What follows belongs to an exercise in optimizing a design on an open flow for small area and a short achievable clock period; a production flow would make more cautious choices.
Function not checked in this run: the RTL went through the layout flow alone.
Power figures rest on the tool's default switching activity, not on a simulated workload.

$ cat design/flow/config.mk
export PLATFORM = sky130hd
export DESIGN_NAME = lightHashDES
export DESIGN_NICKNAME = lightHashDES
export VERILOG_FILES = /design/flow/design.v
export SDC_FILE = /design/flow/constraint.sdc
export NUM_CORES = 4
export LEC_CHECK = 0
export CAP_MARGIN = 20
export CORE_MARGIN = 2
export CORE_UTILIZATION = 40
export SETUP_SLACK_MARGIN = 1.7
export SLEW_MARGIN = 20
export SYNTH_HIERARCHICAL = 1
$ cat design/flow/constraint.sdc
create_clock -name core_clock -period 3.3 [get_ports {clk}]
set_input_delay 0.6600 -clock core_clock [delete_from_list [all_inputs] [get_ports {clk}]]
set_output_delay 0.6600 -clock core_clock [all_outputs]
set_load 0.01 [all_outputs]
$ cat design/flow/design.v
module Sbox5 (
    input  [5:0] in,
    output reg [3:0] out
);
    reg [1:0] row;
    reg [3:0] column;
    always @(*) begin
        row = {in[5], in[0]};
        column = in[4:1];
        case (column)
            4'b0000 : case (row)
                        2'b00 :  out = 4'b0010;
                        2'b01 :  out = 4'b1110;
                        2'b10 :  out = 4'b0100;
                        2'b11 :  out = 4'b1011;
                     endcase
            4'b0001 : case (row)
                        2'b00 :  out = 4'b1100;
                        2'b01 :  out = 4'b1011;
                        2'b10 :  out = 4'b0010;
                        2'b11 :  out = 4'b1000;
                     endcase
            4'b0010 : case (row)
                        2'b00 :  out = 4'b0100;
                        2'b01 :  out = 4'b0010;
                        2'b10 :  out = 4'b0001;
                        2'b11 :  out = 4'b1100;
                     endcase
            4'b0011 : case (row)
                        2'b00 :  out = 4'b0001;
                        2'b01 :  out = 4'b1100;
                        2'b10 :  out = 4'b1011;
                        2'b11 :  out = 4'b0111;
                     endcase
            4'b0100 : case (row)
                        2'b00 :  out = 4'b0111;
                        2'b01 :  out = 4'b0100;
                        2'b10 :  out = 4'b1100;
                        2'b11 :  out = 4'b0001;
                     endcase
            4'b0101 : case (row)
                        2'b00 :  out = 4'b1010;
                        2'b01 :  out = 4'b0111;  
                        2'b10 :  out = 4'b1101;
                        2'b11 :  out = 4'b1110;
                     endcase
            4'b0110 : case (row)
                        2'b00 :  out = 4'b1011;
                        2'b01 :  out = 4'b1101;
                        2'b10 :  out = 4'b0111;
                        2'b11 :  out = 4'b0010;
                     endcase
            4'b0111 : case (row)
                        2'b00 :  out = 4'b0110;
                        2'b01 :  out = 4'b0001;
                        2'b10 :  out = 4'b1000;
                        2'b11 :  out = 4'b1101;
                     endcase
            4'b1000 : case (row)
                        2'b00 :  out = 4'b1000;
                        2'b01 :  out = 4'b0101;
                        2'b10 :  out = 4'b1111;
                        2'b11 :  out = 4'b0110;
                     endcase
            4'b1001 : case (row)
                        2'b00 :  out = 4'b0101;
                        2'b01 :  out = 4'b0000;
                        2'b10 :  out = 4'b1001;
                        2'b11 :  out = 4'b1111;
                     endcase
            4'b1010 : case (row)
                        2'b00 :  out = 4'b0011;
                        2'b01 :  out = 4'b1111;
                        2'b10 :  out = 4'b1100;
                        2'b11 :  out = 4'b0000;
                     endcase
            4'b1011 : case (row)
                        2'b00 :  out = 4'b1111;
                        2'b01 :  out = 4'b1100;
                        2'b10 :  out = 4'b0101;
                        2'b11 :  out = 4'b1001;
                     endcase
            4'b1100 : case (row)
                        2'b00 :  out = 4'b1101;
                        2'b01 :  out = 4'b0011;
                        2'b10 :  out = 4'b0110;
                        2'b11 :  out = 4'b1100;
                     endcase
            4'b1101 : case (row)
                        2'b00 :  out = 4'b0000;
                        2'b01 :  out = 4'b1001;
                        2'b10 :  out = 4'b0011;
                        2'b11 :  out = 4'b0100;
                     endcase
            4'b1110 : case (row)
                        2'b00 :  out = 4'b1110;
                        2'b01 :  out = 4'b1000;
                        2'b10 :  out = 4'b0000;
                        2'b11 :  out = 4'b0101;
                     endcase
            4'b1111 : case (row)
                        2'b00 :  out = 4'b1001;
                        2'b01 :  out = 4'b0110;
                        2'b10 :  out = 4'b1110;
                        2'b11 :  out = 4'b0011;
                     endcase
            default: out = 4'h0;
        endcase
    end
endmodule
module Round (
    input  [3:0]  s_box_out,
    input  [31:0] h_in,
    output reg [31:0] h_out
);
    reg [3:0] h_in_n [0:7];
    reg [3:0] h_out_n [0:7];
    integer i;
    reg [3:0] temp;
    reg [1:0] rot;  
    always @(*) begin
        h_in_n[7] = h_in[31:28];
        h_in_n[6] = h_in[27:24];
        h_in_n[5] = h_in[23:20];
        h_in_n[4] = h_in[19:16];
        h_in_n[3] = h_in[15:12];
        h_in_n[2] = h_in[11:8];
        h_in_n[1] = h_in[7:4];
        h_in_n[0] = h_in[3:0];
        for (i = 0; i < 8; i = i + 1) begin
            temp = h_in_n[(i + 2) % 8] ^ s_box_out;
            rot = (i/2);  
            if (rot == 0)
                h_out_n[i] = temp & 4'hF;
            else
                h_out_n[i] = ( ((temp << rot) | (temp >> (4 - rot))) & 4'hF );
        end
        h_out = {h_out_n[7], h_out_n[6], h_out_n[5], h_out_n[4],
                 h_out_n[3], h_out_n[2], h_out_n[1], h_out_n[0]};
    end
endmodule
module HashIteration (
    input  [5:0] x,
    output       a,
    output       b
);
    wire [3:0] s;
    Sbox5 sbox (.in(x), .out(s));
    assign a = s[0] ^ s[2];
    assign b = s[1] ^ s[3];
endmodule
module cz_inv  (input a, output y);    assign y = ~a;       endmodule
module cz_nor2 (input a, b, output y); assign y = ~(a | b); endmodule
module cz_nand2(input a, b, output y); assign y = ~(a & b); endmodule
module cz_bit0(input c, l, s, output d);    assign d = s ? l : ~c;        endmodule
module cz_bitp(input c, t, l, s, output d); assign d = s ? l : (c ^ t);   endmodule
module cz_bitn(input c, t, l, s, output d); assign d = s ? l : ~(c ^ t);  endmodule   
module lightHashDES(
    input              clk,
    input              M_valid,
    input              rst_n,
    input      [7:0]   M,
    input     [63:0]   input_length,
    output reg         hash_ready,
    output     [31:0]  digest
);
    reg        busy;
    reg [63:0] counter;
    reg [5:0]  x_t;            
    reg [11:0] f;              
    wire [63:0] counter_d;
    wire start = !busy && M_valid;
    wire z1;
    wire z2;
    wire z3;
    wire z4;
    wire z5;
    wire z6;
    wire z7;
    wire z8;
    wire z9;
    wire z10;
    wire z11;
    wire z12;
    wire z13;
    wire z14;
    wire z15;
    wire z16;
    wire z17;
    wire z18;
    wire z19;
    wire z20;
    wire z21;
    wire z22;
    wire z23;
    wire z24;
    wire z25;
    wire z26;
    wire z27;
    wire z28;
    wire z29;
    wire z30;
    wire z31;
    wire z32;
    wire zi33;
    wire z34;
    wire z35;
    wire zi36;
    wire z37;
    wire z38;
    wire zi39;
    wire z40;
    wire z41;
    wire zi42;
    wire z43;
    wire z44;
    wire zi45;
    wire z46;
    wire z47;
    wire zi48;
    wire z49;
    wire z50;
    wire zi51;
    wire z52;
    wire z53;
    wire zi54;
    wire z55;
    wire z56;
    wire zi57;
    wire z58;
    wire z59;
    wire zi60;
    wire z61;
    wire z62;
    wire zi63;
    wire z64;
    wire z65;
    wire zi66;
    wire z67;
    wire z68;
    wire zi69;
    wire z70;
    wire z71;
    wire zi72;
    wire z73;
    wire z74;
    wire zi75;
    wire z76;
    wire z77;
    wire zi78;
    wire z79;
    wire z80;
    wire z81;
    wire zi82;
    wire z83;
    wire z84;
    wire z85;
    wire z86;
    wire zi87;
    wire z88;
    wire z89;
    wire z90;
    wire z91;
    wire zi92;
    wire z93;
    wire z94;
    wire z95;
    wire z96;
    wire zi97;
    wire z98;
    wire z99;
    wire z100;
    wire z101;
    wire zi102;
    wire z103;
    wire z104;
    wire z105;
    wire z106;
    wire zi107;
    wire z108;
    wire z109;
    wire z110;
    wire z111;
    wire zi112;
    wire z113;
    wire z114;
    wire z115;
    wire z116;
    wire zi117;
    wire z118;
    wire z119;
    wire z120;
    wire zi121;
    wire z122;
    wire z123;
    wire z124;
    wire z125;
    wire z126;
    wire z127;
    wire z128;
    wire z129;
    wire zi130;
    wire z131;
    wire z132;
    wire z133;
    wire z134;
    wire z135;
    wire z136;
    wire z137;
    wire z138;
    wire zi139;
    wire z140;
    wire z141;
    wire z142;
    wire z143;
    wire z144;
    wire z145;
    wire z146;
    wire z147;
    wire zi148;
    wire z149;
    wire z150;
    wire z151;
    wire z152;
    wire z153;
    wire z154;
    wire z155;
    wire z156;
    wire z157;
    wire zi158;
    wire z159;
    wire z160;
    wire z161;
    wire z162;
    wire z163;
    wire z164;
    wire z165;
    wire z166;
    wire z167;
    wire z168;
    wire z169;
    wire z170;
    wire z171;
    wire z172;
    wire z173;
    wire z174;
    wire zi175;
    wire z176;
    wire z177;
    wire z178;
    wire z179;
    wire z180;
    wire z181;
    wire z182;
    wire z183;
    wire z184;
    wire z185;
    wire z186;
    wire z187;
    wire z188;
    wire z189;
    wire z190;
    wire zi191;
    wire z192;
    wire z193;
    wire z194;
    wire z195;
    wire z196;
    wire z197;
    wire z198;
    wire z199;
    wire z200;
    wire z201;
    wire z202;
    wire z203;
    wire z204;
    wire z205;
    wire z206;
    wire z207;
    wire z208;
    wire z209;
    wire z210;
    wire z211;
    wire z212;
    wire z213;
    wire z214;
    wire z215;
    wire z216;
    wire z217;
    wire z218;
    wire z219;
    wire z220;
    wire z221;
    wire z222;
    wire z223;
    cz_nor2  u_z1 (.a(counter[1]), .b(counter[0]), .y(z1));
    cz_nor2  u_z2 (.a(counter[3]), .b(counter[2]), .y(z2));
    cz_nor2  u_z3 (.a(counter[5]), .b(counter[4]), .y(z3));
    cz_nor2  u_z4 (.a(counter[7]), .b(counter[6]), .y(z4));
    cz_nor2  u_z5 (.a(counter[9]), .b(counter[8]), .y(z5));
    cz_nor2  u_z6 (.a(counter[11]), .b(counter[10]), .y(z6));
    cz_nor2  u_z7 (.a(counter[13]), .b(counter[12]), .y(z7));
    cz_nor2  u_z8 (.a(counter[15]), .b(counter[14]), .y(z8));
    cz_nor2  u_z9 (.a(counter[17]), .b(counter[16]), .y(z9));
    cz_nor2  u_z10 (.a(counter[19]), .b(counter[18]), .y(z10));
    cz_nor2  u_z11 (.a(counter[21]), .b(counter[20]), .y(z11));
    cz_nor2  u_z12 (.a(counter[23]), .b(counter[22]), .y(z12));
    cz_nor2  u_z13 (.a(counter[25]), .b(counter[24]), .y(z13));
    cz_nor2  u_z14 (.a(counter[27]), .b(counter[26]), .y(z14));
    cz_nor2  u_z15 (.a(counter[29]), .b(counter[28]), .y(z15));
    cz_nor2  u_z16 (.a(counter[31]), .b(counter[30]), .y(z16));
    cz_nor2  u_z17 (.a(counter[33]), .b(counter[32]), .y(z17));
    cz_nor2  u_z18 (.a(counter[35]), .b(counter[34]), .y(z18));
    cz_nor2  u_z19 (.a(counter[37]), .b(counter[36]), .y(z19));
    cz_nor2  u_z20 (.a(counter[39]), .b(counter[38]), .y(z20));
    cz_nor2  u_z21 (.a(counter[41]), .b(counter[40]), .y(z21));
    cz_nor2  u_z22 (.a(counter[43]), .b(counter[42]), .y(z22));
    cz_nor2  u_z23 (.a(counter[45]), .b(counter[44]), .y(z23));
    cz_nor2  u_z24 (.a(counter[47]), .b(counter[46]), .y(z24));
    cz_nor2  u_z25 (.a(counter[49]), .b(counter[48]), .y(z25));
    cz_nor2  u_z26 (.a(counter[51]), .b(counter[50]), .y(z26));
    cz_nor2  u_z27 (.a(counter[53]), .b(counter[52]), .y(z27));
    cz_nor2  u_z28 (.a(counter[55]), .b(counter[54]), .y(z28));
    cz_nor2  u_z29 (.a(counter[57]), .b(counter[56]), .y(z29));
    cz_nor2  u_z30 (.a(counter[59]), .b(counter[58]), .y(z30));
    cz_nor2  u_z31 (.a(counter[61]), .b(counter[60]), .y(z31));
    cz_nor2  u_z32 (.a(counter[63]), .b(counter[62]), .y(z32));
    cz_inv  u_zi33 (.a(z1), .y(zi33));
    cz_nor2  u_z34 (.a(counter[2]), .b(zi33), .y(z34));
    cz_nand2 u_z35 (.a(z2), .b(z1), .y(z35));
    cz_inv  u_zi36 (.a(z3), .y(zi36));
    cz_nor2  u_z37 (.a(counter[6]), .b(zi36), .y(z37));
    cz_nand2 u_z38 (.a(z4), .b(z3), .y(z38));
    cz_inv  u_zi39 (.a(z5), .y(zi39));
    cz_nor2  u_z40 (.a(counter[10]), .b(zi39), .y(z40));
    cz_nand2 u_z41 (.a(z6), .b(z5), .y(z41));
    cz_inv  u_zi42 (.a(z7), .y(zi42));
    cz_nor2  u_z43 (.a(counter[14]), .b(zi42), .y(z43));
    cz_nand2 u_z44 (.a(z8), .b(z7), .y(z44));
    cz_inv  u_zi45 (.a(z9), .y(zi45));
    cz_nor2  u_z46 (.a(counter[18]), .b(zi45), .y(z46));
    cz_nand2 u_z47 (.a(z10), .b(z9), .y(z47));
    cz_inv  u_zi48 (.a(z11), .y(zi48));
    cz_nor2  u_z49 (.a(counter[22]), .b(zi48), .y(z49));
    cz_nand2 u_z50 (.a(z12), .b(z11), .y(z50));
    cz_inv  u_zi51 (.a(z13), .y(zi51));
    cz_nor2  u_z52 (.a(counter[26]), .b(zi51), .y(z52));
    cz_nand2 u_z53 (.a(z14), .b(z13), .y(z53));
    cz_inv  u_zi54 (.a(z15), .y(zi54));
    cz_nor2  u_z55 (.a(counter[30]), .b(zi54), .y(z55));
    cz_nand2 u_z56 (.a(z16), .b(z15), .y(z56));
    cz_inv  u_zi57 (.a(z17), .y(zi57));
    cz_nor2  u_z58 (.a(counter[34]), .b(zi57), .y(z58));
    cz_nand2 u_z59 (.a(z18), .b(z17), .y(z59));
    cz_inv  u_zi60 (.a(z19), .y(zi60));
    cz_nor2  u_z61 (.a(counter[38]), .b(zi60), .y(z61));
    cz_nand2 u_z62 (.a(z20), .b(z19), .y(z62));
    cz_inv  u_zi63 (.a(z21), .y(zi63));
    cz_nor2  u_z64 (.a(counter[42]), .b(zi63), .y(z64));
    cz_nand2 u_z65 (.a(z22), .b(z21), .y(z65));
    cz_inv  u_zi66 (.a(z23), .y(zi66));
    cz_nor2  u_z67 (.a(counter[46]), .b(zi66), .y(z67));
    cz_nand2 u_z68 (.a(z24), .b(z23), .y(z68));
    cz_inv  u_zi69 (.a(z25), .y(zi69));
    cz_nor2  u_z70 (.a(counter[50]), .b(zi69), .y(z70));
    cz_nand2 u_z71 (.a(z26), .b(z25), .y(z71));
    cz_inv  u_zi72 (.a(z27), .y(zi72));
    cz_nor2  u_z73 (.a(counter[54]), .b(zi72), .y(z73));
    cz_nand2 u_z74 (.a(z28), .b(z27), .y(z74));
    cz_inv  u_zi75 (.a(z29), .y(zi75));
    cz_nor2  u_z76 (.a(counter[58]), .b(zi75), .y(z76));
    cz_nand2 u_z77 (.a(z30), .b(z29), .y(z77));
    cz_inv  u_zi78 (.a(z31), .y(zi78));
    cz_nor2  u_z79 (.a(counter[62]), .b(zi78), .y(z79));
    cz_nand2 u_z80 (.a(z32), .b(z31), .y(z80));
    cz_nor2  u_z81 (.a(counter[4]), .b(z35), .y(z81));
    cz_inv  u_zi82 (.a(z35), .y(zi82));
    cz_nand2 u_z83 (.a(z3), .b(zi82), .y(z83));
    cz_nand2 u_z84 (.a(z37), .b(zi82), .y(z84));
    cz_nor2  u_z85 (.a(z38), .b(z35), .y(z85));
    cz_nor2  u_z86 (.a(counter[12]), .b(z41), .y(z86));
    cz_inv  u_zi87 (.a(z41), .y(zi87));
    cz_nand2 u_z88 (.a(z7), .b(zi87), .y(z88));
    cz_nand2 u_z89 (.a(z43), .b(zi87), .y(z89));
    cz_nor2  u_z90 (.a(z44), .b(z41), .y(z90));
    cz_nor2  u_z91 (.a(counter[20]), .b(z47), .y(z91));
    cz_inv  u_zi92 (.a(z47), .y(zi92));
    cz_nand2 u_z93 (.a(z11), .b(zi92), .y(z93));
    cz_nand2 u_z94 (.a(z49), .b(zi92), .y(z94));
    cz_nor2  u_z95 (.a(z50), .b(z47), .y(z95));
    cz_nor2  u_z96 (.a(counter[28]), .b(z53), .y(z96));
    cz_inv  u_zi97 (.a(z53), .y(zi97));
    cz_nand2 u_z98 (.a(z15), .b(zi97), .y(z98));
    cz_nand2 u_z99 (.a(z55), .b(zi97), .y(z99));
    cz_nor2  u_z100 (.a(z56), .b(z53), .y(z100));
    cz_nor2  u_z101 (.a(counter[36]), .b(z59), .y(z101));
    cz_inv  u_zi102 (.a(z59), .y(zi102));
    cz_nand2 u_z103 (.a(z19), .b(zi102), .y(z103));
    cz_nand2 u_z104 (.a(z61), .b(zi102), .y(z104));
    cz_nor2  u_z105 (.a(z62), .b(z59), .y(z105));
    cz_nor2  u_z106 (.a(counter[44]), .b(z65), .y(z106));
    cz_inv  u_zi107 (.a(z65), .y(zi107));
    cz_nand2 u_z108 (.a(z23), .b(zi107), .y(z108));
    cz_nand2 u_z109 (.a(z67), .b(zi107), .y(z109));
    cz_nor2  u_z110 (.a(z68), .b(z65), .y(z110));
    cz_nor2  u_z111 (.a(counter[52]), .b(z71), .y(z111));
    cz_inv  u_zi112 (.a(z71), .y(zi112));
    cz_nand2 u_z113 (.a(z27), .b(zi112), .y(z113));
    cz_nand2 u_z114 (.a(z73), .b(zi112), .y(z114));
    cz_nor2  u_z115 (.a(z74), .b(z71), .y(z115));
    cz_nor2  u_z116 (.a(counter[60]), .b(z77), .y(z116));
    cz_inv  u_zi117 (.a(z77), .y(zi117));
    cz_nand2 u_z118 (.a(z31), .b(zi117), .y(z118));
    cz_nand2 u_z119 (.a(z79), .b(zi117), .y(z119));
    cz_nor2  u_z120 (.a(z80), .b(z77), .y(z120));
    cz_inv  u_zi121 (.a(z85), .y(zi121));
    cz_nor2  u_z122 (.a(counter[8]), .b(zi121), .y(z122));
    cz_nand2 u_z123 (.a(z5), .b(z85), .y(z123));
    cz_nand2 u_z124 (.a(z40), .b(z85), .y(z124));
    cz_nor2  u_z125 (.a(z41), .b(zi121), .y(z125));
    cz_nand2 u_z126 (.a(z86), .b(z85), .y(z126));
    cz_nor2  u_z127 (.a(z88), .b(zi121), .y(z127));
    cz_nor2  u_z128 (.a(z89), .b(zi121), .y(z128));
    cz_nand2 u_z129 (.a(z90), .b(z85), .y(z129));
    cz_inv  u_zi130 (.a(z95), .y(zi130));
    cz_nor2  u_z131 (.a(counter[24]), .b(zi130), .y(z131));
    cz_nand2 u_z132 (.a(z13), .b(z95), .y(z132));
    cz_nand2 u_z133 (.a(z52), .b(z95), .y(z133));
    cz_nor2  u_z134 (.a(z53), .b(zi130), .y(z134));
    cz_nand2 u_z135 (.a(z96), .b(z95), .y(z135));
    cz_nor2  u_z136 (.a(z98), .b(zi130), .y(z136));
    cz_nor2  u_z137 (.a(z99), .b(zi130), .y(z137));
    cz_nand2 u_z138 (.a(z100), .b(z95), .y(z138));
    cz_inv  u_zi139 (.a(z105), .y(zi139));
    cz_nor2  u_z140 (.a(counter[40]), .b(zi139), .y(z140));
    cz_nand2 u_z141 (.a(z21), .b(z105), .y(z141));
    cz_nand2 u_z142 (.a(z64), .b(z105), .y(z142));
    cz_nor2  u_z143 (.a(z65), .b(zi139), .y(z143));
    cz_nand2 u_z144 (.a(z106), .b(z105), .y(z144));
    cz_nor2  u_z145 (.a(z108), .b(zi139), .y(z145));
    cz_nor2  u_z146 (.a(z109), .b(zi139), .y(z146));
    cz_nand2 u_z147 (.a(z110), .b(z105), .y(z147));
    cz_inv  u_zi148 (.a(z115), .y(zi148));
    cz_nor2  u_z149 (.a(counter[56]), .b(zi148), .y(z149));
    cz_nand2 u_z150 (.a(z29), .b(z115), .y(z150));
    cz_nand2 u_z151 (.a(z76), .b(z115), .y(z151));
    cz_nor2  u_z152 (.a(z77), .b(zi148), .y(z152));
    cz_nand2 u_z153 (.a(z116), .b(z115), .y(z153));
    cz_nor2  u_z154 (.a(z118), .b(zi148), .y(z154));
    cz_nor2  u_z155 (.a(z119), .b(zi148), .y(z155));
    cz_nand2 u_z156 (.a(z120), .b(z115), .y(z156));
    cz_nor2  u_z157 (.a(counter[16]), .b(z129), .y(z157));
    cz_inv  u_zi158 (.a(z129), .y(zi158));
    cz_nand2 u_z159 (.a(z9), .b(zi158), .y(z159));
    cz_nand2 u_z160 (.a(z46), .b(zi158), .y(z160));
    cz_nor2  u_z161 (.a(z47), .b(z129), .y(z161));
    cz_nand2 u_z162 (.a(z91), .b(zi158), .y(z162));
    cz_nor2  u_z163 (.a(z93), .b(z129), .y(z163));
    cz_nor2  u_z164 (.a(z94), .b(z129), .y(z164));
    cz_nand2 u_z165 (.a(z95), .b(zi158), .y(z165));
    cz_nand2 u_z166 (.a(z131), .b(zi158), .y(z166));
    cz_nor2  u_z167 (.a(z132), .b(z129), .y(z167));
    cz_nor2  u_z168 (.a(z133), .b(z129), .y(z168));
    cz_nand2 u_z169 (.a(z134), .b(zi158), .y(z169));
    cz_nor2  u_z170 (.a(z135), .b(z129), .y(z170));
    cz_nand2 u_z171 (.a(z136), .b(zi158), .y(z171));
    cz_nand2 u_z172 (.a(z137), .b(zi158), .y(z172));
    cz_nor2  u_z173 (.a(z138), .b(z129), .y(z173));
    cz_nor2  u_z174 (.a(counter[48]), .b(z147), .y(z174));
    cz_inv  u_zi175 (.a(z147), .y(zi175));
    cz_nand2 u_z176 (.a(z25), .b(zi175), .y(z176));
    cz_nand2 u_z177 (.a(z70), .b(zi175), .y(z177));
    cz_nor2  u_z178 (.a(z71), .b(z147), .y(z178));
    cz_nand2 u_z179 (.a(z111), .b(zi175), .y(z179));
    cz_nor2  u_z180 (.a(z113), .b(z147), .y(z180));
    cz_nor2  u_z181 (.a(z114), .b(z147), .y(z181));
    cz_nand2 u_z182 (.a(z115), .b(zi175), .y(z182));
    cz_nand2 u_z183 (.a(z149), .b(zi175), .y(z183));
    cz_nor2  u_z184 (.a(z150), .b(z147), .y(z184));
    cz_nor2  u_z185 (.a(z151), .b(z147), .y(z185));
    cz_nand2 u_z186 (.a(z152), .b(zi175), .y(z186));
    cz_nor2  u_z187 (.a(z153), .b(z147), .y(z187));
    cz_nand2 u_z188 (.a(z154), .b(zi175), .y(z188));
    cz_nand2 u_z189 (.a(z155), .b(zi175), .y(z189));
    cz_nor2  u_z190 (.a(z156), .b(z147), .y(z190));
    cz_inv  u_zi191 (.a(z173), .y(zi191));
    cz_nor2  u_z192 (.a(counter[32]), .b(zi191), .y(z192));
    cz_nand2 u_z193 (.a(z17), .b(z173), .y(z193));
    cz_nand2 u_z194 (.a(z58), .b(z173), .y(z194));
    cz_nor2  u_z195 (.a(z59), .b(zi191), .y(z195));
    cz_nand2 u_z196 (.a(z101), .b(z173), .y(z196));
    cz_nor2  u_z197 (.a(z103), .b(zi191), .y(z197));
    cz_nor2  u_z198 (.a(z104), .b(zi191), .y(z198));
    cz_nand2 u_z199 (.a(z105), .b(z173), .y(z199));
    cz_nand2 u_z200 (.a(z140), .b(z173), .y(z200));
    cz_nor2  u_z201 (.a(z141), .b(zi191), .y(z201));
    cz_nor2  u_z202 (.a(z142), .b(zi191), .y(z202));
    cz_nand2 u_z203 (.a(z143), .b(z173), .y(z203));
    cz_nor2  u_z204 (.a(z144), .b(zi191), .y(z204));
    cz_nand2 u_z205 (.a(z145), .b(z173), .y(z205));
    cz_nand2 u_z206 (.a(z146), .b(z173), .y(z206));
    cz_nor2  u_z207 (.a(z147), .b(zi191), .y(z207));
    cz_nand2 u_z208 (.a(z174), .b(z173), .y(z208));
    cz_nor2  u_z209 (.a(z176), .b(zi191), .y(z209));
    cz_nor2  u_z210 (.a(z177), .b(zi191), .y(z210));
    cz_nand2 u_z211 (.a(z178), .b(z173), .y(z211));
    cz_nor2  u_z212 (.a(z179), .b(zi191), .y(z212));
    cz_nand2 u_z213 (.a(z180), .b(z173), .y(z213));
    cz_nand2 u_z214 (.a(z181), .b(z173), .y(z214));
    cz_nor2  u_z215 (.a(z182), .b(zi191), .y(z215));
    cz_nor2  u_z216 (.a(z183), .b(zi191), .y(z216));
    cz_nand2 u_z217 (.a(z184), .b(z173), .y(z217));
    cz_nand2 u_z218 (.a(z185), .b(z173), .y(z218));
    cz_nor2  u_z219 (.a(z186), .b(zi191), .y(z219));
    cz_nand2 u_z220 (.a(z187), .b(z173), .y(z220));
    cz_nor2  u_z221 (.a(z188), .b(zi191), .y(z221));
    cz_nor2  u_z222 (.a(z189), .b(zi191), .y(z222));
    cz_nand2 u_z223 (.a(z190), .b(z173), .y(z223));
    cz_bit0 u_b0 (.c(counter[0]), .l(input_length[0]), .s(start), .d(counter_d[0]));
    cz_bitn u_b1 (.c(counter[1]), .t(counter[0]), .l(input_length[1]), .s(start), .d(counter_d[1]));
    cz_bitp u_b2 (.c(counter[2]), .t(z1), .l(input_length[2]), .s(start), .d(counter_d[2]));
    cz_bitp u_b3 (.c(counter[3]), .t(z34), .l(input_length[3]), .s(start), .d(counter_d[3]));
    cz_bitn u_b4 (.c(counter[4]), .t(z35), .l(input_length[4]), .s(start), .d(counter_d[4]));
    cz_bitp u_b5 (.c(counter[5]), .t(z81), .l(input_length[5]), .s(start), .d(counter_d[5]));
    cz_bitn u_b6 (.c(counter[6]), .t(z83), .l(input_length[6]), .s(start), .d(counter_d[6]));
    cz_bitn u_b7 (.c(counter[7]), .t(z84), .l(input_length[7]), .s(start), .d(counter_d[7]));
    cz_bitp u_b8 (.c(counter[8]), .t(z85), .l(input_length[8]), .s(start), .d(counter_d[8]));
    cz_bitp u_b9 (.c(counter[9]), .t(z122), .l(input_length[9]), .s(start), .d(counter_d[9]));
    cz_bitn u_b10 (.c(counter[10]), .t(z123), .l(input_length[10]), .s(start), .d(counter_d[10]));
    cz_bitn u_b11 (.c(counter[11]), .t(z124), .l(input_length[11]), .s(start), .d(counter_d[11]));
    cz_bitp u_b12 (.c(counter[12]), .t(z125), .l(input_length[12]), .s(start), .d(counter_d[12]));
    cz_bitn u_b13 (.c(counter[13]), .t(z126), .l(input_length[13]), .s(start), .d(counter_d[13]));
    cz_bitp u_b14 (.c(counter[14]), .t(z127), .l(input_length[14]), .s(start), .d(counter_d[14]));
    cz_bitp u_b15 (.c(counter[15]), .t(z128), .l(input_length[15]), .s(start), .d(counter_d[15]));
    cz_bitn u_b16 (.c(counter[16]), .t(z129), .l(input_length[16]), .s(start), .d(counter_d[16]));
    cz_bitp u_b17 (.c(counter[17]), .t(z157), .l(input_length[17]), .s(start), .d(counter_d[17]));
    cz_bitn u_b18 (.c(counter[18]), .t(z159), .l(input_length[18]), .s(start), .d(counter_d[18]));
    cz_bitn u_b19 (.c(counter[19]), .t(z160), .l(input_length[19]), .s(start), .d(counter_d[19]));
    cz_bitp u_b20 (.c(counter[20]), .t(z161), .l(input_length[20]), .s(start), .d(counter_d[20]));
    cz_bitn u_b21 (.c(counter[21]), .t(z162), .l(input_length[21]), .s(start), .d(counter_d[21]));
    cz_bitp u_b22 (.c(counter[22]), .t(z163), .l(input_length[22]), .s(start), .d(counter_d[22]));
    cz_bitp u_b23 (.c(counter[23]), .t(z164), .l(input_length[23]), .s(start), .d(counter_d[23]));
    cz_bitn u_b24 (.c(counter[24]), .t(z165), .l(input_length[24]), .s(start), .d(counter_d[24]));
    cz_bitn u_b25 (.c(counter[25]), .t(z166), .l(input_length[25]), .s(start), .d(counter_d[25]));
    cz_bitp u_b26 (.c(counter[26]), .t(z167), .l(input_length[26]), .s(start), .d(counter_d[26]));
    cz_bitp u_b27 (.c(counter[27]), .t(z168), .l(input_length[27]), .s(start), .d(counter_d[27]));
    cz_bitn u_b28 (.c(counter[28]), .t(z169), .l(input_length[28]), .s(start), .d(counter_d[28]));
    cz_bitp u_b29 (.c(counter[29]), .t(z170), .l(input_length[29]), .s(start), .d(counter_d[29]));
    cz_bitn u_b30 (.c(counter[30]), .t(z171), .l(input_length[30]), .s(start), .d(counter_d[30]));
    cz_bitn u_b31 (.c(counter[31]), .t(z172), .l(input_length[31]), .s(start), .d(counter_d[31]));
    cz_bitp u_b32 (.c(counter[32]), .t(z173), .l(input_length[32]), .s(start), .d(counter_d[32]));
    cz_bitp u_b33 (.c(counter[33]), .t(z192), .l(input_length[33]), .s(start), .d(counter_d[33]));
    cz_bitn u_b34 (.c(counter[34]), .t(z193), .l(input_length[34]), .s(start), .d(counter_d[34]));
    cz_bitn u_b35 (.c(counter[35]), .t(z194), .l(input_length[35]), .s(start), .d(counter_d[35]));
    cz_bitp u_b36 (.c(counter[36]), .t(z195), .l(input_length[36]), .s(start), .d(counter_d[36]));
    cz_bitn u_b37 (.c(counter[37]), .t(z196), .l(input_length[37]), .s(start), .d(counter_d[37]));
    cz_bitp u_b38 (.c(counter[38]), .t(z197), .l(input_length[38]), .s(start), .d(counter_d[38]));
    cz_bitp u_b39 (.c(counter[39]), .t(z198), .l(input_length[39]), .s(start), .d(counter_d[39]));
    cz_bitn u_b40 (.c(counter[40]), .t(z199), .l(input_length[40]), .s(start), .d(counter_d[40]));
    cz_bitn u_b41 (.c(counter[41]), .t(z200), .l(input_length[41]), .s(start), .d(counter_d[41]));
    cz_bitp u_b42 (.c(counter[42]), .t(z201), .l(input_length[42]), .s(start), .d(counter_d[42]));
    cz_bitp u_b43 (.c(counter[43]), .t(z202), .l(input_length[43]), .s(start), .d(counter_d[43]));
    cz_bitn u_b44 (.c(counter[44]), .t(z203), .l(input_length[44]), .s(start), .d(counter_d[44]));
    cz_bitp u_b45 (.c(counter[45]), .t(z204), .l(input_length[45]), .s(start), .d(counter_d[45]));
    cz_bitn u_b46 (.c(counter[46]), .t(z205), .l(input_length[46]), .s(start), .d(counter_d[46]));
    cz_bitn u_b47 (.c(counter[47]), .t(z206), .l(input_length[47]), .s(start), .d(counter_d[47]));
    cz_bitp u_b48 (.c(counter[48]), .t(z207), .l(input_length[48]), .s(start), .d(counter_d[48]));
    cz_bitn u_b49 (.c(counter[49]), .t(z208), .l(input_length[49]), .s(start), .d(counter_d[49]));
    cz_bitp u_b50 (.c(counter[50]), .t(z209), .l(input_length[50]), .s(start), .d(counter_d[50]));
    cz_bitp u_b51 (.c(counter[51]), .t(z210), .l(input_length[51]), .s(start), .d(counter_d[51]));
    cz_bitn u_b52 (.c(counter[52]), .t(z211), .l(input_length[52]), .s(start), .d(counter_d[52]));
    cz_bitp u_b53 (.c(counter[53]), .t(z212), .l(input_length[53]), .s(start), .d(counter_d[53]));
    cz_bitn u_b54 (.c(counter[54]), .t(z213), .l(input_length[54]), .s(start), .d(counter_d[54]));
    cz_bitn u_b55 (.c(counter[55]), .t(z214), .l(input_length[55]), .s(start), .d(counter_d[55]));
    cz_bitp u_b56 (.c(counter[56]), .t(z215), .l(input_length[56]), .s(start), .d(counter_d[56]));
    cz_bitp u_b57 (.c(counter[57]), .t(z216), .l(input_length[57]), .s(start), .d(counter_d[57]));
    cz_bitn u_b58 (.c(counter[58]), .t(z217), .l(input_length[58]), .s(start), .d(counter_d[58]));
    cz_bitn u_b59 (.c(counter[59]), .t(z218), .l(input_length[59]), .s(start), .d(counter_d[59]));
    cz_bitp u_b60 (.c(counter[60]), .t(z219), .l(input_length[60]), .s(start), .d(counter_d[60]));
    cz_bitn u_b61 (.c(counter[61]), .t(z220), .l(input_length[61]), .s(start), .d(counter_d[61]));
    cz_bitp u_b62 (.c(counter[62]), .t(z221), .l(input_length[62]), .s(start), .d(counter_d[62]));
    cz_bitp u_b63 (.c(counter[63]), .t(z222), .l(input_length[63]), .s(start), .d(counter_d[63]));
    wire one = counter[0] & ~counter[1] & z2 & ~z38 & z90 & ~z138 & z190;
    wire a_t, b_t;
    HashIteration main (.x(x_t), .a(a_t), .b(b_t));
    always @(posedge clk or negedge rst_n) begin
        if (!rst_n) begin
            busy       <= 1'b0;
            hash_ready <= 1'b0;
        end else begin
            hash_ready <= busy & one;
            busy       <= busy ? !one : M_valid;
        end
    end
    localparam [11:0] C0 = 12'b1010_1101_0101;    
    localparam [11:0] CP = 12'b0111_1110_0011;
    localparam [11:0] CA = 12'b1000_0110_1111;
    localparam [11:0] CB = 12'b0001_1001_1111;
    always @(posedge clk) begin
        counter <= counter_d;
        x_t     <= {M[5], M[7] ^ M[2], M[3], M[0], M[4] ^ M[1], M[6]};
        f       <= start ? C0 : f ^ CP ^ (CA & {12{a_t}}) ^ (CB & {12{b_t}});
    end
    assign digest = {
        f[4],  f[11], f[4],  f[11], f[8],  f[5],  f[7],  f[6],    
        f[9],  f[9],  f[10], f[10], f[10], 1'b0,  f[9],  1'b0,    
        f[6],  f[8],  f[5],  f[7],  f[6],  f[4],  f[5],  f[4],    
        f[3],  f[0],  f[3],  f[1],  f[2],  f[1],  f[2],  f[0]     
    };
endmodule
$ cat design/flow/flow/run.sh
#!/bin/bash
cp standard.sh standard.sh.txt
export BUFFER_PORTS_ARGS="-buffer_cell sky130_fd_sc_hd__buf_1"
bash standard.sh > standard.log 2>&1
$ cat design/flow/standard.sh
#!/bin/bash
# synth_recipe.tcl (not shown) runs the flow's synth.tcl, then flattens the netlist and writes it again
# the make line also repeats each setting of config.mk as NAME=value (left out here)
make -C /OpenROAD-flow-scripts/flow DESIGN_CONFIG=/design/flow/config.mk WORK_HOME=/design/flow/orfs CLKGATE_MAP_FILE= SYNTH_SCRIPT=/design/flow/synth_recipe.tcl "${@:-finish}"
==> results.txt <==
report_power, final:
group | total [W] | internal, W | switching, W
registers | 0.00155 | 0.00129 | 0.000263
clock network | 0.00105 | 0.000627 | 0.000419
logic | 0.00126 | 0.000685 | 0.000572
worst max-delay path, delay by kind of cell (launching register included):
family,cells,cell delay (ns)
and+or+nand+nor,3,0.63
xor gates and xnor gates,2,0.53
DFF,1,0.39
AOI/OAI and AO/OA,3,0.34
buffers and inverters,2,0.23
adders and majority gates,1,0.18
cell usage after synthesis (3+ instances only):
library cell  instances
inv_1                37
dfxtp_1              82
nor3_1                3
xor2_1               39
o22ai_1               3
nor2_1              127
o221ai_1              3
o21ai_0               7
mux2i_1               4
xnor2_1              37
o211ai_1              5
buf_2                 3
inv_2                 3
nand3_1               7
nand2_1             162
a21oi_1               4
o21ai_1              64
ha_1                  8
buf_4                26
nand2b_1              3
routing by layer:
metal	vias up	part of all wire [%]	GRT usage [%]	wire length (um)
met5	-	0	0	0
met4	0	1.7	7.97	217
met3	18	4.1	3.51	531
met2	140	49	31.2	6410
met1	2178	45	24.4	5810
li1	2422	-	-	-
cells in the final DEF (no fill, tap or decap), drive strengths merged, types with 4 or more instances in the layout:
| master | count |
|---|---|
| buf | 164 |
| nand2 | 162 |
| nor2 | 128 |
| dfxtp | 82 |
| o21ai | 71 |
| xor2 | 39 |
| inv | 37 |
| xnor2 | 37 |
| clkbuf | 17 |
| ha | 8 |
| nand3 | 7 |
| o211ai | 5 |
| a21oi | 4 |
| mux2i | 4 |
Yosys stat by module, one instance, submodules excluded, a selection:
| module | area, um2 | cells |
|---|---|---|
| HashIteration | 17.5 | 2 |
| cz_bit0 | 8.76 | 2 |
| cz_bitn | 17.5 | 3 |
| cz_bitp | 17.5 | 3 |
| cz_inv | 3.75 | 1 |
| cz_nand2 | 3.75 | 1 |
| cz_nor2 | 3.75 | 1 |
| lightHashDES | 2120 | 139 |
state kept, by name (all words and copies together), names as in the netlist:
name,count
counter,64
f,12
hash_ready,1
busy,1
x_t,6
metrics by stage:
stage / total power, W / instances
2_1_floorplan: 0.00236 / 668
3_3_place_gp: 0.00248 / 896
3_5_place_dp: 0.00250 / 896
4_1_cts: 0.00371 / 948
5_1_grt: 0.00412 / 968
6_report: 0.00386 / 968
layout make-up:
type                    count  area share [%]
repair buffers            169            15.0
well taps                 147            2.69
multi-input cells         512            49.8
clock inverters             4           0.713
clock buffers              12            3.75
flip-flops and latches     84            25.5
inverters                  40            2.54
cell families after synthesis:
logic type	share of synthesized area (%)
multiplexers	0.828
XOR/XNOR	15.7
AND/OR/NAND/NOR	25.4
AO/OA/AOI/OAI	12.9
other	0.0776
buffers and inverters	8.00
adder cells (fa/ha/maj)	2.07
flip-flops	35.0
worst paths after layout:
check / startpoint / endpoint / slack, ns / cells past startpoint
setup / recovery: x_t[5]$_DFF_P_ / f[1]$_SDFF_PP0_ / 0.95 / 11
hold / removal: rst_n / busy$_DFF_PN0_ / 0.09 / 1
setup reg to reg: x_t[5]$_DFF_P_ / f[1]$_SDFF_PP0_ / 0.95 / 11
hold reg to reg: f[9]$_SDFF_PP1_ / f[9]$_SDFF_PP1_ / 0.41 / 1
max in group asynchronous: rst_n / hash_ready$_DFF_PN0_ / 3.08 / 1
min in group core_clock: M[0] / x_t[2]$_DFF_P_ / 0.40 / 1
what timing repair did:
action / 4_1_cts / 5_1_grt
buffers inserted: 36 / 19
pin swaps: 64 / 51
resized for setup: 101 / 122
cloned: 0 / 1
setup endpoints to repair: 65 / 64
endpoints found under the hold margin: 0 / 0
==> out/metrics.cfg <==
[clocking]
cts_root_buffer = clkbuf_16
cts.sinks = 84
holdBufCountCts = 0
cts_buffers = 9
cts_tree = yes
insertion_delay_ns = 0.35
cts_max_path_buffers = 2
h-tree-depth = 3
clk_pin_slew_ns = 0.06

[floorplan]
dieArea_um2 = 13000
io_pins = 108
start_util_pct = 40.6
die_height_um = 114
rows = 40
die_w_um = 114
core_um2 = 11900

[layout]
drive_gt1_share_pct = 28.3
antenna_cells = 0
num-nets-final = 899
stdcell_area_um2 = 6850
multiInputGateArea_um2 = 3410
ff_latch_area_um2 = 1740
area_delta_synth_final_pct = 41.6
fillerInstances = 1105
utilization_pct = 57.5

[critical_path]
cp.arrival_ns = 2.63
endpoint_kind = flop
cp_common_cell = o211ai_1
critPathLaunchType = flop
critPathRequiredTime_ns = 3.58
path_class = flop to flop
slowest_stage = or3b_4
path_max_fanout = 6
max_stage_delay_ns = 0.40
crit_path_cell_trace = inv_6, ha_4, or3b_4, o211ai_1, o311ai_1, o211ai_1, nand3_1, xor2_1, buf_4, xor3_1, nor2_1

[logic_synthesis]
synth.distinct_cells = 49
synthCells = 667
netlist_area_um2 = 4830
yosysSeqAreaShare_pct = 35.0
ys_ff_latch = 84
synth_top_area_share_pct = 34.0
ys_top_cells_by_area = dfxtp_1 34%, nand2_1 13%, nor2_1 9.9%
async_flop_share_pct = 2.38
synth.avg_cell_area_um2 = 7.25
synth_flop_cell = dfxtp_1
synth_top_cell_by_area = dfxtp_1
yosys_warnings = 8
synth_edf_count = 0

[route]
postRouteAntennaNets = 0
post_drt_wl_per_cell_um = 13.4
drc = 0
vias = 4758
drt_iter0_drc = 176
dr.pass1.iters = 4
viasPerCell = 4.92
wl_mm = 13.0

[placement]
port-buffer-count = 105
place_area_um2 = 5340
dp_hpwl_mm = 8.05
place_ws_ns = 0.579
place.gp.congestion = 0.932

[status]
outcome = no timing/DRC/antenna violations

[sta]
hold_viol = 0
rsz0062_at_grt = yes
timing.fmax_mhz = 425
clock_skew_ns = 0.00657
fin_setup_tns_ns = 0
fin_crit_ns = 2.35
relSlewSlack_pct = 65.8
setup_slack_ns = 0.948
worst_pin_slew_ns = 0.514
whs_ns = 0.0896
finalMaxSlewViolations = 0
finalSetupViolCount = 0
fin_crit_sh_pct = 71.3

[global_routing]
first_global_vias = 4304
grt_max_degree = 81
grt.overflow.total = 0
antenna_found_initial = 0
grt_pass1_wl_mm = 19.9
grt_usage_pct = 18.9

[pwr]
power_per_cell_area_nw_per_um2 = 563
irDropWorstVdd_mv = 0.441
p_leak_nw = 2.62

[job]
cap_violations = 0

[hold_path]
min_path_type = primary input to async pin

[what the ideal ports hide]
No port has a modelled driver above. Below, the same layout with a new extraction and two added sets of constraints. Step 1: set_driving_cell puts a clkbuf_16 on clk and a buf_2 on each other input, an assumption about the parent block. Step 2 also shifts input and output timing later by t, the mid clock arrival at the registers, as if the neighbouring blocks saw the same clock. a / b / c = ideal / step 1 / step 2; a / b = the first two.
t, ns: 0.381
setup slack, ns: 0.948 / 0.948 / 0.948
worst hold slack (ns): 0.090 / 0.095 / 0.407
After both steps setup and hold are still met in this run. For this run, drivers alone change the setup slack by 0.000 ns; drivers and shift together by 0.000 ns.
